This design comes from an exercise in tuning for small area, a short achievable clock period and few clock cycles on the open sky130 flow, not from production work. Only simulation tests tie the RTL to the original design; equivalence was not proved.

==> job 9056: inputs <==
## fft_core
module fft_core #(
    parameter DATA_WIDTH = 16,
    parameter N = 16
)(
    input  wire clk,
    input  wire reset,
    input  wire start_fft,
    input  wire [N*DATA_WIDTH-1:0] real_in,    
    input  wire [N*DATA_WIDTH-1:0] imag_in,    
    output wire [N*DATA_WIDTH-1:0] real_out,   
    output wire [N*DATA_WIDTH-1:0] imag_out,   
    output reg  fft_done                       
);
export LEC_CHECK = 0
export CAP_MARGIN = 20
export CORE_MARGIN = 2
export CORE_UTILIZATION = 65
export CTS_BUF_LIST = sky130_fd_sc_hd__clkbuf_8
export GPL_TIMING_DRIVEN = 0
export PLACE_DENSITY = 0.8
export SETUP_SLACK_MARGIN = 0.2
export SLEW_MARGIN = 20
create_clock -name core_clock -period 7.0 [get_ports {clk}]
standard.sh (not shown) runs the stock make flow with config.mk's settings and CLKGATE_MAP_FILE= SYNTH_SCRIPT=/design/flow/synth_recipe.tcl, a recipe that flattens the netlist after the stock synthesis.
==> flow/flow/run.sh <==
#!/bin/bash
set -o pipefail
cp standard.sh standard.sh.txt 2>/dev/null
export BUFFER_PORTS_ARGS="-buffer_cell sky130_fd_sc_hd__buf_1"
bash standard.sh > standard.log 2>&1
==> job 185: changes against job 9056 <==
--- a/flow/config.mk
+++ b/flow/config.mk
@@ -7,9 +7,9 @@
 export LEC_CHECK = 0
 export CAP_MARGIN = 20
 export CORE_MARGIN = 2
-export CORE_UTILIZATION = 65
+export CORE_UTILIZATION = 55
 export CTS_BUF_LIST = sky130_fd_sc_hd__clkbuf_8
 export GPL_TIMING_DRIVEN = 0
-export PLACE_DENSITY = 0.8
-export SETUP_SLACK_MARGIN = 0.2
+export PLACE_DENSITY = 0.7
+export SETUP_SLACK_MARGIN = 0.6
 export SLEW_MARGIN = 20
==> flow_summary.toml <==
[cells_and_area]
stdcell_count = 10600

[setup_path]
crit_top_cell = "ha_1"

[drt]
wl_met2_um = 118000

[outcome]
outcome = "complete, no violations"

[grt]
globalRouteMet1Util_pct = 53.3
grt_use_met2_pct = 76.8
-- figures above: job 9056

==> flow_summary.toml <==
[setup_path]
crit_buf_inv = 3

[place]
dp_hpwl_um = 231000

[cells_and_area]
stdcell_count = 10900

[outcome]
outcome = "complete, no violations"

[drt]
wl_met2_um = 125000
-- figures above: job 185

Testbench counts of job 9056, summed over its fixed seeds: cycles 2,056.
Testbench counts of job 185, summed over its fixed seeds: cycles 2,056.

* * *

==> run R <==
fft_core, a different RTL version from the one above (not shown whole).
clock: 7.0 ns
lec_check: 0
cap_margin: 20
core_margin: 2
core_utilization: 55
cts_buf_list: sky130_fd_sc_hd__clkbuf_8
gpl_timing_driven: 0
place_density: 0.7
setup_slack_margin: 0.4
slew_margin: 20
Scripts as last shown in full above: flow/flow/run.sh
==> run C (differences from run R) <==
Settings changed: CORE_UTILIZATION 55 to 60, PLACE_DENSITY 0.7 to 0.75, SETUP_SLACK_MARGIN 0.4 to 0.2.
==> notes <==
Of run C and run R, run R has the higher fmax (gap 0.55%, measured against run R). Against run R, the critical path depth of run C is lower by 6. Between run C and run R, the lower die area is in run C (gap about 8%, measured against run R). Via count: run R is lower than run C (about 0.8%). Of run R and run C, run C has the higher global-route usage (gap 3.1 points). Of run R and run C, run R has the higher clock-buffer cell count (gap 1). Non-clock buffer count: run R is higher than run C (82). Against run C, the worst hold slack of run R is lower by 0.051 ns. Between run R and run C, the lower final area is in run C (gap about 3%, measured against run C). Against run C, the first-iteration DRC count of run R is larger by about 5%.
==> figures <==
metric	run R	run C
GRT Util Overall	40.5%	43.6%
Post-detailed-route wirelength per cell	24.5 um	24.7 um
Multi-input combinational area share	71.9%	72.2%
Run status	no timing/DRC/antenna violations	no timing/DRC/antenna violations
Proportion of cell area occupied by registers	11.1%	11.4%
WS Path Type	input pin to flop	flop to output pin
Die ar.	120000 um2	110000 um2
Peak clock frequency supported by timing	0.149 GHz	0.149 GHz
Floorplan core area	116000 um2	107000 um2
Post-cts gate resize count	304	208
Area occupied by multi-input gates	55600 um2	54200 um2
Number of buffers created by CTS	82	80
Number of well-tap cells placed	1524	1403
Count of antenna diodes in the layout	28	40
Fillcell total	10100	8635
Initial cell density of the core	55.4%	60.3%
Total iterations of the first detailed-routing run	7	6
Number of DRC markers after the initial detailed-route iteration	4736	4521
Initial antenna violation count	77	85
Largest net degree at the start of global routing	13	12
Testbench counts of run R, summed over its fixed seeds: cycles 2,056.
Testbench counts of run C, summed over its fixed seeds: cycles 2,056.

* * *

==> inputs of trial 98 <==
Starting RTL as in the previous note.
==> flow/config.mk <==
export PLATFORM = sky130hd
export DESIGN_NAME = fft_core
export DESIGN_NICKNAME = fft_core
export VERILOG_FILES = /design/flow/design.v
export SDC_FILE = /design/flow/constraint.sdc
export NUM_CORES = 4
export LEC_CHECK = 0
export CAP_MARGIN = 20
export CORE_MARGIN = 2
export CORE_UTILIZATION = 55
export CTS_BUF_LIST = sky130_fd_sc_hd__clkbuf_8
export GPL_TIMING_DRIVEN = 0
export PLACE_DENSITY = 0.7
export SETUP_SLACK_MARGIN = 0.2
export SLEW_MARGIN = 20
==> flow/constraint.sdc <==
create_clock -name core_clock -period 7.0 [get_ports {clk}]
set_input_delay 1.4000 -clock core_clock [delete_from_list [all_inputs] [get_ports {clk}]]
set_output_delay 1.4000 -clock core_clock [all_outputs]
set_load 0.01 [all_outputs]
Scripts as last shown in full above: flow/flow/run.sh
==> trial 52 (differences from trial 98) <==
--- a/flow/config.mk
+++ b/flow/config.mk
@@ -13,3 +13,3 @@
 export PLACE_DENSITY = 0.7
-export SETUP_SLACK_MARGIN = 0.2
+export SETUP_SLACK_MARGIN = 0.1
 export SLEW_MARGIN = 20
==> qor summary <==
|  | trial 52 | trial 98 |
|---|---|---|
| Run status | complete, no violations | complete, no violations |
| Routed wire length | 253000 um | 249000 um |
| Routed metal-1 wirelength | 97500 um | 96500 um |
| Global-route track usage on met3 | 7.92% | 8.33% |
| Clock slew at reported path FFs | 0.06 ns | 0.07 ns |
| Synthesis-to-layout area growth | 15.9% | 16.1% |
| Non-clock buffer total of the final layout | 1193 | 1206 |
| Total met2 wirelength after detailed routing | 119000 um | 116000 um |
| Post-layout worst setup margin | 0.208 ns | 0.278 ns |
| # Post-CTS Setup Buffers | 21 | 32 |
| Fill count | 10200 | 10200 |
| Tightest hold margin | 0.454 ns | 0.462 ns |
| Cell area after layout | 74700 um^2 | 74800 um^2 |
Testbench counts of trial 98, summed over its fixed seeds: cycles 2,056.
Testbench counts of trial 52, summed over its fixed seeds: cycles 2,056.

[separate check: timing with driven ports]
In the flow no input, the clock included, has a driving cell. The finished layouts below were timed again as built, in two steps. Step 1 sets driving cells, clkbuf_16 on the clock port and buf_2 on the other inputs (assumed; they add their load-dependent delay and slew). Step 2, shift: input delay + t, output delay - t, t = (earliest + latest rising clock arrival at the registers) / 2. This alone moves slack from input paths to output paths. a / b / c = ideal / step 1 / step 2; a / b = the first two.
run | t (ns) | slack for setup (ns) | worst register clock-pin slew, ns | worst data-port slew with drivers (ns)
job 9056 | 0.838 | 0.142 / 0.196 / -0.641 | 0.08 / 0.08 | 0.25
job 185 | 0.839 | 0.507 / 0.509 / -0.282 | 0.08 / 0.08 | 0.16
run R | 0.833 | 0.304 / 0.360 / -0.473 | 0.09 / 0.09 | 0.23
run C | 0.794 | 0.267 / 0.187 / -0.442 | 0.08 / 0.08 | 0.21
trial 98 | 0.812 | 0.278 / 0.249 / -0.483 | 0.07 / 0.07 | 0.21
trial 52 | 0.824 | 0.208 / 0.173 / -0.558 | 0.08 / 0.08 | 0.22
With both steps, setup timing fails in every run listed, where it was met with ideal ports. The setup slack of job 185, which loses most, moves by +0.002 ns with the drivers and by -0.789 ns with both steps.
